This design comes from an exercise in tuning for small area on the open sky130 flow, not from production work. Function was checked by simulation only, so behaviour that the tests miss may differ from the original. No activity file was given, so power comes from the tool's default toggle rates.

## mac_interface
module mac_interface (
    input wire clk,
    input wire reset,
    input wire [7:0] addr,
    input wire [31:0] data_in,
    input wire write_enable,
    output reg [31:0] data_out,
    output reg IRQ_MAC
);
    reg [31:0] MAC_INA;
    reg [31:0] MAC_INB;
    reg        ina_set;      
    reg        inb_set;      
    reg [7:0]  MAC_CTRL;
    reg [39:0] MAC_ACC;      
    reg        acc_cy;       
    reg [15:0] MAC_OUT;      
    reg        out_on;       
    reg        armed;        
    reg        done;
    reg [3:0]  cnt;          
    reg        cnt4;         
    reg        phase;        
    reg [15:0] pu;           
    reg [15:0] pl;           
    wire       on    = MAC_CTRL[7];
    wire [2:0] shift = MAC_CTRL[6:4];
    wire [1:0] mode  = MAC_CTRL[3:2];
    wire       start_bit = MAC_CTRL[1];
    wire       msk   = MAC_CTRL[0];
    wire start  = start_bit & ~armed;
    wire active = armed & ~done;
    wire step   = active & ~cnt4;
    wire comp   = active & cnt4;
    wire a_hi = (mode == 2'b10) | ((mode == 2'b11) & phase);
    wire b_hi = (mode == 2'b10) | ((mode == 2'b11) & phase);
    wire b_ina = (mode == 2'b00);
    wire [15:0] B = b_ina ? MAC_INA[31:16] : (b_hi ? MAC_INB[31:16] : MAC_INB[15:0]);
    wire b = B[cnt] & ina_set & (b_ina | inb_set);
    wire sel_hi = ~cnt4 & b & a_hi;
    wire sel_lo = ~cnt4 & b & ~a_hi;
    wire [15:0] y = ({16{sel_hi}} & MAC_INA[31:16]) |
                    ({16{sel_lo}} & MAC_INA[15:0]) |
                    ({16{cnt4}} & MAC_ACC[31:16]);
    wire [16:0] c;
    wire [16:0] s;
    assign c[0] = 1'b0;
    wire [8:0] hc;
    wire [7:0] hs;
    assign hc[0] = acc_cy;
    genvar i;
    generate
        for (i = 0; i < 16; i = i + 1) begin : add
            assign s[i] = pu[i] ^ y[i] ^ c[i];
            assign c[i+1] = (pu[i] & y[i]) | (c[i] & (pu[i] ^ y[i]));
        end
        for (i = 0; i < 8; i = i + 1) begin : inc
            assign hs[i] = MAC_ACC[32+i] ^ hc[i];
            assign hc[i+1] = MAC_ACC[32+i] & hc[i];
        end
    endgenerate
    assign s[16] = c[16];
    always @(posedge clk) begin
        if (reset) begin
            ina_set <= 1'b0;
            inb_set <= 1'b0;
            MAC_CTRL <= 8'd0;
            data_out <= 32'd0;
        end else if (write_enable) begin
            case (addr)
  ...
Settings: LEC_CHECK=0, CAP_MARGIN=0, CORE_MARGIN=2, CORE_UTILIZATION=70, SLEW_MARGIN=0; clock period 10.0 ns.
standard.sh (not shown) runs the stock make flow with config.mk's settings and CLKGATE_MAP_FILE= SYNTH_SCRIPT=/design/flow/synth_recipe.tcl, a recipe that flattens the netlist after the stock synthesis.
==> flow/flow/run.sh <==
#!/bin/bash
# Own layout flow: the standard ORFS flow (standard.sh) with three changes.
#  1. Synthesis is the standard one except for the ABC script used to map the
#     combinational logic (flow/area.abc, area oriented instead of delay
#     oriented).  Registers, their names and cell types are untouched.
#  2. Port buffers use the smallest buffer cell (sky130_fd_sc_hd__buf_1).
#  3. Clock tree synthesis uses sky130_fd_sc_hd__clkbuf_4 buffers, sinks
#     clustered by 10, and no dummy loads.
#  4. After global routing, cells on paths with positive slack are downsized
#     (ORFS RECOVER_POWER), which also recovers area.
# Each tool's output goes to its own log in this folder.
set -euo pipefail
HERE=$(pwd)
FLOWDIR=$HERE/flow
# synthesis script: ORFS synth.tcl with the ABC script replaced
sed "s|^  log_cmd abc {\*}\$abc_args|  set abc_args [lreplace \$abc_args 1 1 $FLOWDIR/area.abc]\n  log_cmd abc {*}\$abc_args|" \
  "$FLOW_HOME/scripts/synth.tcl" > "$HERE/synth_area.tcl"
grep -q "area.abc" "$HERE/synth_area.tcl"
sed "s|source \$::env(SCRIPTS_DIR)/synth.tcl|source $HERE/synth_area.tcl|" \
  "$HERE/synth_recipe.tcl" > "$HERE/synth_recipe_area.tcl"
grep -q "synth_area.tcl" "$HERE/synth_recipe_area.tcl"
sed "s|SYNTH_SCRIPT=[^ ]*synth_recipe.tcl|SYNTH_SCRIPT=$HERE/synth_recipe_area.tcl|" \
  "$HERE/standard.sh" > "$HERE/standard_area.sh"
grep -q "synth_recipe_area.tcl" "$HERE/standard_area.sh"
export BUFFER_PORTS_ARGS="-buffer_cell sky130_fd_sc_hd__buf_1"
export RECOVER_POWER=100
export CTS_ARGS="-sink_clustering_enable -repair_clock_nets -dont_use_dummy_load -buf_list sky130_fd_sc_hd__clkbuf_4 -sink_clustering_size 10 -sink_clustering_max_diameter 40"
bash "$HERE/standard_area.sh" > "$HERE/flow_make.log" 2>&1
==> flow/flow/area.abc <==
strash
&get -n
&deepsyn -T 60
&put
dch
amap
strash
dch
amap
topo
The baseline completed and failed the layout checks on max-capacitance violations, max-slew violations.
==> next run, changes <==
--- a/flow/flow/run.sh
+++ b/flow/flow/run.sh
@@ -9,2 +8,0 @@
-#  4. After global routing, cells on paths with positive slack are downsized
-#     (ORFS RECOVER_POWER), which also recovers area.
@@ -26 +23,0 @@
-export RECOVER_POWER=100
Settings changed: CAP_MARGIN 0 to 20, CORE_UTILIZATION 70 to 65, SLEW_MARGIN 0 to 20.
With this change the flow produced a clean layout.
Die area climbs by 7.4%.
Power barely changes.
Count of clock-buffer cells in the layout climbs by 1.
Cell count climbs by about 0.9%.
Utilization drops by 6.6 points.
Routed wire length climbs by 0.73%.
==> next run, changes <==
Settings changed: CAP_MARGIN 20 to 0, CORE_UTILIZATION 65 to 75, SLEW_MARGIN 20 to 0.
- via count grows by a few percent
- routed wire length climbs by a few percent
- hold slack improved by 0.028 ns
- flip-flop and latch count is unchanged
- core utilization rose by 11 points
- die area is lower by roughly a tenth
- total power barely changes
- cell area goes down slightly
- worst setup slack gets worse by 0.10 ns
==> next run, changes <==
Settings changed: CORE_UTILIZATION 75 to 70.
After rerunning: Via count fell by a few percent. Final cell count rose slightly. Combinational power stays flat. Cell area hardly moves. Register-to-register slack is better by 0.08 ns. Hold slack is worse by 0.0047 ns. Routed wire length fell by a few percent.

[what the ideal ports hide]
How much do the figures lean on ideal ports? The routed layouts below were timed once more, with nothing changed but the port constraints. Step 1 assumes that a clkbuf_16 drives the clock port and a buf_2 every other input. Step 2, shift: input delay + t, output delay - t, t = (earliest + latest rising clock arrival at the registers) / 2. This alone moves slack from input paths to output paths. Three values: ideal, step 1, step 2; two values: the first two.
run	t, ns	slack for setup (ns)	worst hold slack (ns)
the first run	0.621	0.678 / 0.678 / 0.678	0.356 / 0.356 / 0.356
the second run	0.619	0.680 / 0.680 / 0.680	0.330 / 0.330 / 0.330
the third run	0.605	0.575 / 0.575 / 0.575	0.357 / 0.357 / 0.357
the fourth run	0.623	0.655 / 0.655 / 0.655	0.352 / 0.352 / 0.352
